This is an optimization exercise on Yosys and OpenROAD, whose aim is small area, not a production implementation. The RTL was checked by simulation tests, not by an equivalence proof against the original design. Power is estimated from default activity; no workload was simulated.

## top_logic
module top_logic(
    input clk,
    input rst,
    input frz,
    input [4:0] level,
    input Dout,
    output vsync,
    output hsync,
    output [3:0] VGA_R,
    output [3:0] VGA_G,
    output [3:0] VGA_B,
    input BTNU,
    input BTND,
    input BTNL,
    input BTNR,
    output [7:0] seven_seg,
    output [7:0] sel,
    input pattern_select,
    input I_spi_miso,
    output O_spi_sck,
    output O_spi_cs,
    output O_spi_mosi
);
    reg [10:0] hcount;
    reg [9:0]  vcount;
    reg [9:0]  counter;
    reg        frame;
    wire hreset = (hcount == 11'd1039);
    wire vs = !(vcount >= 10'd637 && vcount <= 10'd642);      
    wire hs = !(hcount >= 11'd856 && hcount <= 11'd975);
    wire [10:0] hcount_inc;
    wire [9:0]  vcount_inc, counter_inc;
    wire hco, vco, cco;
    rinc #(11) u_hinc(.a(hcount), .ci(1'b1), .s(hcount_inc), .co(hco));
    rinc #(10) u_vinc(.a(vcount), .ci(hreset), .s(vcount_inc), .co(vco));
    rinc #(10) u_cinc(.a(counter), .ci(!vs), .s(counter_inc), .co(cco));
    always @(posedge clk) begin
        if (rst) begin
            hcount  <= 0;
            vcount  <= 0;
            counter <= 0;
            frame   <= 0;
        end else begin
            hcount <= hreset ? 11'd0 : hcount_inc;
            vcount <= (hreset && vcount == 10'd665) ? 10'd0 : vcount_inc;
            if (counter == 10'd30 && frz) begin
                counter <= 0;
                frame   <= 1;
            end else begin
                counter <= counter_inc;
                frame <= 0;
            end
        end
    end
    assign vsync = ~vs;
    assign hsync = ~hs;
    wire paused = ~frz;
    reg [9:0]  nb1xh;
    reg [8:0]  nb1yh;
    reg        b1sx, b1sy;
    reg [15:0] score;
    reg        over;
    wire [9:0]  nb1xh_n;       
    wire [8:0]  nb1yh_n;
    wire [15:0] score_inc;
    wire [3:0]  d1_inc, d2_inc, d3_inc;
    wire u0, u1, u2, u3, u4, u5;
    wire b1mv = frame && !over;
    rca  #(10) u_b1x(.a(nb1xh), .b({{9{b1mv & b1sx}}, b1mv}), .ci(1'b0), .s(nb1xh_n), .co(u0));
    rca  #(9)  u_b1y(.a(nb1yh), .b({{8{b1mv & b1sy}}, b1mv}), .ci(1'b0), .s(nb1yh_n), .co(u1));
    assign score_inc[15:4] = score[15:4];
    rinc #(4)  u_sc(.a(score[3:0]), .ci(1'b1), .s(score_inc[3:0]), .co(u2));
    rinc #(4)  u_d1(.a(score[7:4]), .ci(1'b1), .s(d1_inc), .co(u3));
  ...
==> flow/config.mk <==
export PLATFORM = sky130hd
export DESIGN_NAME = top_logic
export DESIGN_NICKNAME = top_logic
export VERILOG_FILES = /design/flow/design.v
export SDC_FILE = /design/flow/constraint.sdc
export NUM_CORES = 4
export LEC_CHECK = 0
export CAP_MARGIN = 20
export CORE_MARGIN = 2
export CORE_UTILIZATION = 40
export CTS_CLUSTER_DIAMETER = 100
export CTS_CLUSTER_SIZE = 20
export SLEW_MARGIN = 20
==> flow/constraint.sdc <==
create_clock -name core_clock -period 20.0 [get_ports {clk}]
set_input_delay 4.0000 -clock core_clock [delete_from_list [all_inputs] [get_ports {clk}]]
set_output_delay 4.0000 -clock core_clock [all_outputs]
set_load 0.01 [all_outputs]
standard.sh (not shown) runs the stock make flow with config.mk's settings and CLKGATE_MAP_FILE= SYNTH_SCRIPT=/design/flow/synth_recipe.tcl, a recipe that flattens the netlist after the stock synthesis.
==> flow/flow/run.sh <==
#!/bin/bash
# Own layout flow: the standard flow (standard.sh) with one netlist step
# between synthesis and floorplan. polfix.py chooses the polarity of every full
# adder cell (a full adder is self-dual) so that fewer inverters are needed
# around the adder trees; registers and all other cells are left as they are.
# Each step writes its full output to its own log file in this folder.
set -euo pipefail
R=orfs/results/${FLOW_PLATFORM}/top_logic/base
bash standard.sh synth > log_1_synth.txt 2>&1
cp "$R/1_2_yosys.v" "$R/1_2_yosys_std.v"
python3 flow/polfix.py "$R/1_2_yosys_std.v" "$R/1_2_yosys.v" > log_2_polfix.txt 2>&1
rm -f "$R/1_synth.odb" "$R/1_synth.sdc"
bash standard.sh finish > log_3_finish.txt 2>&1
Other scripts of this flow, unchanged in this note and not shown: flow/flow/polfix.py
The starting point finished with timing, DRC and antenna clean.
==> next run, changes <==
--- a/flow/config.mk
+++ b/flow/config.mk
@@ -11,2 +11,2 @@
-export CTS_CLUSTER_DIAMETER = 100
-export CTS_CLUSTER_SIZE = 20
+export CTS_CLUSTER_DIAMETER = 110
+export CTS_CLUSTER_SIZE = 25
Outcome: Clock power shrinks by 8.3%; routed wire length is about the same; clock-buffer cell count fell by 3; global-route usage stays flat; die area stays the same; hold slack barely changes; design area goes down by 0.33%; via count hardly moves; sequential power stays flat.

* * *

top_logic, a different RTL version from the one above (not shown whole).
Size in the first run: roughly 2,500 cells after synthesis, roughly 260 flip-flops, ~48 I/O pins, about 0.024 mm^2 of cells after synthesis.
// top_logic
module top_logic(
    input clk,
    input rst,
    input frz,
    input [4:0] level,
    input Dout,
    output vsync,
    output hsync,
    output [3:0] VGA_R,
    output [3:0] VGA_G,
    output [3:0] VGA_B,
    input BTNU,
    input BTND,
    input BTNL,
    input BTNR,
    output [7:0] seven_seg,
    output [7:0] sel,
    input pattern_select,
    input I_spi_miso,
    output O_spi_sck,
    output O_spi_cs,
    output O_spi_mosi
);
==> flow/config.mk <==
export PLATFORM = sky130hd
export DESIGN_NAME = top_logic
export DESIGN_NICKNAME = top_logic
export VERILOG_FILES = /design/flow/design.v
export SDC_FILE = /design/flow/constraint.sdc
export NUM_CORES = 4
export LEC_CHECK = 0
export CAP_MARGIN = 20
export CORE_MARGIN = 2
export CORE_UTILIZATION = 40
export CTS_CLUSTER_DIAMETER = 100
export CTS_CLUSTER_SIZE = 20
export SLEW_MARGIN = 20
==> flow/constraint.sdc <==
create_clock -name core_clock -period 20.0 [get_ports {clk}]
set_input_delay 4.0000 -clock core_clock [delete_from_list [all_inputs] [get_ports {clk}]]
set_output_delay 4.0000 -clock core_clock [all_outputs]
set_load 0.01 [all_outputs]
run.sh (not shown) runs the stock make flow with config.mk's settings and CLKGATE_MAP_FILE= SYNTH_SCRIPT=/design/flow/synth_recipe.tcl, a recipe that flattens the netlist after the stock synthesis.
Stock flow here: none of the scripts above is used.
The starting point ran to the end with no violations.
Rerun with:
Settings changed: CTS_CLUSTER_DIAMETER 100 to default, CTS_CLUSTER_SIZE 20 to default.
- maximum frequency hardly moves
- sequential share of layout area falls by 0.38 points
- clock skew shrinks by 15 ps
- synthesized cell count does not change

separate check: timing with driven ports:
Ports are ideal in the flow. The routed layouts listed here were re-timed in OpenROAD.
Step 1 sets driving cells, clkbuf_16 on the clock port and buf_2 on the other inputs (assumed; they add their load-dependent delay and slew).
Step 2 moves the port delays by t, midway between the first and last clock arrival at a register: inputs arrive t later, outputs are due t later. That takes back most of the time a late clock gives input paths.
Three values: ideal ports, drivers, drivers and shift; two values: the first two.
| run | t (ns) | setup slack, ns | worst setup path at the end | pins driven straight from the clock port |
|---|---|---|---|---|
| the first run of note 1 | 0.585 | 1.090 / 1.111 / 0.525 | input to register | 1 |
| the second run of note 1 | 0.571 | 1.089 / 1.109 / 0.538 | input to register | 1 |
| the first run of note 2 | 0.576 | 1.361 / 1.393 / 0.818 | input to register | 1 |
| the second run of note 2 | 0.626 | 1.366 / 1.401 / 0.775 | input to register | 1 |
After both steps setup and hold are still met in every run listed. For the second run of note 2, which loses most, drivers alone change the setup slack by +0.035 ns; drivers and shift together by -0.591 ns.
